This design comes from an exercise in tuning for small area and a short achievable clock period on the open sky130 flow, not from production work. In this exercise RTL edits were held to simulation tests only and were not proved equivalent to the original.

==> flow/design.v (excerpt) <==
module multiply(
    input wire clk,
    input wire resetn,
    input wire[31:0] A,
    input wire[31:0] B,
    input wire sign,
    output wire[63:0] result
);
Size in the first run: roughly 130 I/O pins.
export LEC_CHECK = 0
export CAP_MARGIN = 20
export CORE_MARGIN = 2
export CORE_UTILIZATION = 45
export CTS_BUF_LIST = sky130_fd_sc_hd__clkbuf_8
export PLACE_DENSITY = 0.6
export SETUP_SLACK_MARGIN = 1.75
export SLEW_MARGIN = 20
export SYNTH_HIERARCHICAL = 1
create_clock -name core_clock -period 6.5 [get_ports {clk}]
standard.sh (not shown) runs the stock make flow with config.mk's settings and CLKGATE_MAP_FILE= SYNTH_SCRIPT=/design/flow/synth_recipe.tcl, a recipe that flattens the netlist after the stock synthesis.
==> flow/flow/run.sh <==
#!/bin/bash
# Own layout flow: the standard synthesis, then every combinational cell set to
# its smallest drive strength (registers untouched), then the standard layout,
# whose repair steps size cells up again where timing needs it.
set -euo pipefail
here=$(pwd)
res=$here/orfs/results/$FLOW_PLATFORM/multiply/base
bash standard.sh synth > $here/log_synth.txt 2>&1
cp $res/1_2_yosys.v $here/1_2_yosys.orig.v
python3 $here/flow/downsize.py $FLOW_HOME/platforms/$FLOW_PLATFORM/lib/sky130_fd_sc_hd__tt_025C_1v80.lib \
    $here/1_2_yosys.orig.v $res/1_2_yosys.v > $here/log_downsize.txt 2>&1
# make the netlist newer than its sources so only the later steps rerun
touch $res/1_2_yosys.v $res/1_2_yosys.sdc
bash standard.sh "BUFFER_PORTS_ARGS=-buffer_cell sky130_fd_sc_hd__buf_1" finish > $here/log_layout.txt 2>&1
==> flow/flow/downsize.py <==
#!/usr/bin/env python3
"""Set each combinational cell of a mapped netlist to the smallest drive strength
of its kind that the library has (registers and special cells untouched)."""
import re, sys
lib, src, dst = sys.argv[1:4]
cells = set(re.findall(r'cell\s*\(\s*"?(sky130_fd_sc_hd__\w+)"?\s*\)', open(lib).read()))
keep = re.compile(r'sky130_fd_sc_hd__(df|edf|sdf|sedf|dl|conb|clk|tap|fill|decap|diode|probe|lpflow)')
text = open(src).read()
count = {}
def repl(m):
    name = m.group(0)
    if keep.match(name):
        return name
    mm = re.match(r'(sky130_fd_sc_hd__\w+?)_(\d+)$', name)
    if not mm:
        return name
    base, size = mm.group(1), int(mm.group(2))
    for s in (1,):
        cand = f"{base}_{s}"
        if s < size and cand in cells:
            count[name] = count.get(name, 0) + 1
            return cand
    return name
out = re.sub(r'sky130_fd_sc_hd__\w+', repl, text)
open(dst, 'w').write(out)
for k, v in sorted(count.items(), key=lambda x: -x[1]):
    print(k, v)
The starting point completed with no timing, DRC or antenna violations.
Rerun with:
Settings changed: CTS_BUF_LIST sky130_fd_sc_hd__clkbuf_8 to unset, PLACE_DENSITY 0.6 to 0.8.
=>
- The new run finished with timing, DRC and antenna clean
- hold slack is better by 0.14 ns
- design area came out higher by 0.67%
- via count came out higher by 1.8%
- global-route usage came out lower by 1.9 points
- routed wire length came out lower by 4.9%
- sequential cell count stays the same
- synthesized cell count is unchanged
- worst setup slack is better by 0.040 ns
Rerun with:
--- a/flow/flow/run.sh
+++ b/flow/flow/run.sh
@@ -3 +3,2 @@
-# its smallest drive strength (registers untouched), then the standard layout,
+# its smallest drive strength (registers untouched), then the standard layout
+# (with power recovery, which downsizes cells off the critical paths),
@@ -14 +15 @@
-bash standard.sh "BUFFER_PORTS_ARGS=-buffer_cell sky130_fd_sc_hd__buf_1" finish > $here/log_layout.txt 2>&1
+bash standard.sh "BUFFER_PORTS_ARGS=-buffer_cell sky130_fd_sc_hd__buf_1" RECOVER_POWER=100 finish > $here/log_layout.txt 2>&1
Settings changed: PLACE_DENSITY 0.8 to 0.6.
After rerunning: This time the run completed and failed the layout checks on capacitance limit, slew limit. Global-route usage came out higher by 2.0 points. First-iteration DRC count came out lower by 34%. Fmax came out lower by 14%. Area after synthesis does not change. Sequential share of layout area is about the same. Die area does not change. Worst setup slack degrades by 0.74 ns. Final area stays flat.
Rerun with:
--- a/flow/flow/run.sh
+++ b/flow/flow/run.sh
@@ -3,2 +3 @@
-# its smallest drive strength (registers untouched), then the standard layout
-# (with power recovery, which downsizes cells off the critical paths),
+# its smallest drive strength (registers untouched), then the standard layout,
@@ -15 +14 @@
-bash standard.sh "BUFFER_PORTS_ARGS=-buffer_cell sky130_fd_sc_hd__buf_1" RECOVER_POWER=100 finish > $here/log_layout.txt 2>&1
+bash standard.sh "BUFFER_PORTS_ARGS=-buffer_cell sky130_fd_sc_hd__buf_1" finish > $here/log_layout.txt 2>&1
=>
- The changed run finished with timing, DRC and antenna clean
- global-route usage stays the same
- routed wire length is about the same
- worst setup slack gains 0.74 ns
- cell count stays the same
- cell area climbs by 0.48%

========
Another version of the RTL of multiply (not shown whole).
For scale: ~2700 cells after synthesis.
export LEC_CHECK = 0
export CAP_MARGIN = 20
export CORE_MARGIN = 2
export CORE_UTILIZATION = 45
export CTS_BUF_LIST = sky130_fd_sc_hd__clkbuf_8
export PLACE_DENSITY = 0.6
export SETUP_SLACK_MARGIN = 1.25
export SLEW_MARGIN = 20
export SYNTH_HIERARCHICAL = 1
create_clock -name core_clock -period 6.5 [get_ports {clk}]
==> flow/flow/run.sh <==
#!/bin/bash
# Own layout flow: the standard synthesis, then every combinational cell set to
# its smallest drive strength (registers untouched), then the standard layout,
# whose repair steps size cells up again where timing needs it.
set -euo pipefail
here=$(pwd)
res=$here/orfs/results/$FLOW_PLATFORM/multiply/base
bash standard.sh synth > $here/log_synth.txt 2>&1
cp $res/1_2_yosys.v $here/1_2_yosys.orig.v
python3 $here/flow/downsize.py $FLOW_HOME/platforms/$FLOW_PLATFORM/lib/sky130_fd_sc_hd__tt_025C_1v80.lib \
    $here/1_2_yosys.orig.v $res/1_2_yosys.v > $here/log_downsize.txt 2>&1
# make the netlist newer than its sources so only the later steps rerun
touch $res/1_2_yosys.v $res/1_2_yosys.sdc
bash standard.sh "BUFFER_PORTS_ARGS=-buffer_cell sky130_fd_sc_hd__buf_1" finish > $here/log_layout.txt 2>&1
Scripts as last shown in full above: flow/flow/downsize.py
Next try:
--- a/flow/config.mk
+++ b/flow/config.mk
@@ -11 +10,0 @@
-export CTS_BUF_LIST = sky130_fd_sc_hd__clkbuf_8
@@ -13 +12 @@
-export SETUP_SLACK_MARGIN = 1.25
+export SETUP_SLACK_MARGIN = 2.25
After rerunning: Setup slack is better by 0.24 ns. Global-route usage increases by 2.3 points.
Next try:
--- a/flow/config.mk
+++ b/flow/config.mk
@@ -10,0 +11 @@
+export CTS_BUF_LIST = sky130_fd_sc_hd__clkbuf_8
@@ -12 +13 @@
-export SETUP_SLACK_MARGIN = 2.25
+export SETUP_SLACK_MARGIN = 1.0
What happened: Worst setup slack got worse by 0.47 ns; sequential share of layout area is higher by 1.3 points; wire length falls by 7.6%; worst hold slack gets worse by 0.26 ns; synthesized area is unchanged; count of clock-buffer cells in the layout decreases by 1; fmax went down by 9.1%; final area came out lower by 12%; die area is unchanged.

========
Starting RTL as in the previous note.
Settings: LEC_CHECK=0, CAP_MARGIN=20, CORE_MARGIN=2, CORE_UTILIZATION=50, CTS_BUF_LIST=sky130_fd_sc_hd__clkbuf_8, PLACE_DENSITY=0.65, SETUP_SLACK_MARGIN=1.5, SLEW_MARGIN=20, SYNTH_HIERARCHICAL=1; clock period 6.5 ns.
Scripts as last shown in full above: flow/flow/run.sh, flow/flow/downsize.py
Change:
- CORE_UTILIZATION: 50 -> 45
- PLACE_DENSITY: 0.65 -> 0.6
- SETUP_SLACK_MARGIN: 1.5 -> 2.0
What happened:
- The new run ran to the end with no violations
- sequential share of layout area fell by 0.57 points
- first-iteration DRC count went down by 2.9%
- setup slack improves by 0.097 ns
- hold slack gains 0.077 ns
- die area rises by 11%
- via count is higher by about 2.3%
- core utilization came out lower by 2.4 points
- count of clock-buffer cells in the layout rises by 1
Change:
- CTS_BUF_LIST: sky130_fd_sc_hd__clkbuf_8 -> not set
- SETUP_SLACK_MARGIN: 2.0 -> 1.75
Result: Synthesized cell count is unchanged. Final cell count drops by 0.70%. Wire length is lower by 4.5%. Setup slack gains 0.054 ns. Die area stays the same.

========
## job 6391
multiply again, from the RTL that the note above started with.
## multiply
module multiply(
    input wire clk,
    input wire resetn,
    input wire[31:0] A,
    input wire[31:0] B,
    input wire sign,
    output wire[63:0] result
);
Settings: LEC_CHECK=0, CAP_MARGIN=20, CORE_MARGIN=2, CORE_UTILIZATION=45, PLACE_DENSITY=0.6, SETUP_SLACK_MARGIN=1.5, SLEW_MARGIN=20, SYNTH_HIERARCHICAL=1; clock period 6.5 ns.
Scripts as last shown in full above: flow/flow/run.sh, flow/flow/downsize.py
Job 6391 went all the way through the flow, and no timing, DRC or antenna check failed.
For job 3847, these inputs were changed with respect to job 6391:
==> flow/run.sh (new file) <==
#!/bin/bash
# synth_recipe.tcl (not shown) runs the flow's synth.tcl, then flattens the netlist and writes it again
# the make line also repeats each setting of config.mk as NAME=value (left out here)
make -C /OpenROAD-flow-scripts/flow DESIGN_CONFIG=/design/flow/config.mk WORK_HOME=/design/flow/orfs CLKGATE_MAP_FILE= SYNTH_SCRIPT=/design/flow/synth_recipe.tcl finish
-- flow/config.mk --
<<< job 6391, line 8
export CAP_MARGIN = 20
export CORE_MARGIN = 2
export CORE_UTILIZATION = 45
export PLACE_DENSITY = 0.6
export SETUP_SLACK_MARGIN = 1.5
export SLEW_MARGIN = 20
export SYNTH_HIERARCHICAL = 1
>>> job 3847, line 8
export CAP_MARGIN = 20
export CORE_MARGIN = 2
export CORE_UTILIZATION = 50
export PLACE_DENSITY = 0.65
export SETUP_SLACK_MARGIN = 2.5
export SLEW_MARGIN = 20
export SYNTH_HIERARCHICAL = 1
removed: flow/flow/run.sh
removed: flow/flow/downsize.py
removed: flow/standard.sh
Notes after the runs:
Critical path data required time (lower): job 3847
The first-pass GRT wire length of job 3847 exceeds that of job 6391 by 15%.
On number of nets in the layout: between job 3847 and job 6391, it ends up lower for job 6391.
Compare job 3847 and job 6391 | number of tap instances lower: job 6391
A launch point of the worst path of B[1] is what job 6391 shows, while rup[0] belongs to job 3847.
On post-route cell area, job 3847 does worse than job 6391.

[afterwards: timing with drivers on the ports]
The flow's constraints put no driver on any port. The routed layouts listed below were extracted and timed again, unchanged, in two steps. Step 1 sets driving cells, clkbuf_16 on the clock port and buf_2 on the other inputs (assumed; they add their load-dependent delay and slew). Step 2 moves the port delays by t, midway between the first and last clock arrival at a register: inputs arrive t later, outputs are due t later. That takes back most of the time a late clock gives input paths. Slacks: ideal / step 1 / step 2; pairs: ideal / step 1.
run	t (ns)	setup WS [ns]	worst setup path at the end	pins driven straight from the clock port
the first run of note 1	0.639	1.779 / 1.718 / 1.185	input to register	1
the second run of note 1	0.542	1.820 / 1.760 / 1.218	input to register	1
the third run of note 1	0.553	1.080 / 1.112 / 0.559	input to register	1
the fourth run of note 1	0.556	1.815 / 1.753 / 1.344	input to register	1
the first run of note 2	0.640	1.561 / 1.500 / 0.984	input to register	1
the second run of note 2	0.575	1.801 / 1.736 / 1.575	input to register	1
the third run of note 2	0.663	1.328 / 1.269 / 0.915	input to register	1
the first run of note 3	0.651	1.623 / 1.635 / 0.983	input to register	1
the second run of note 3	0.631	1.720 / 1.665 / 1.453	input to register	1
the third run of note 3	0.571	1.774 / 1.711 / 1.302	input to register	1
job 6391	0.575	1.534 / 1.573 / 0.999	input to register	1
job 3847	0.580	1.827 / 1.764 / 1.625	input to register	1
For the first run of note 3, which loses most, drivers alone change the setup slack by +0.012 ns; drivers and shift together by -0.640 ns.
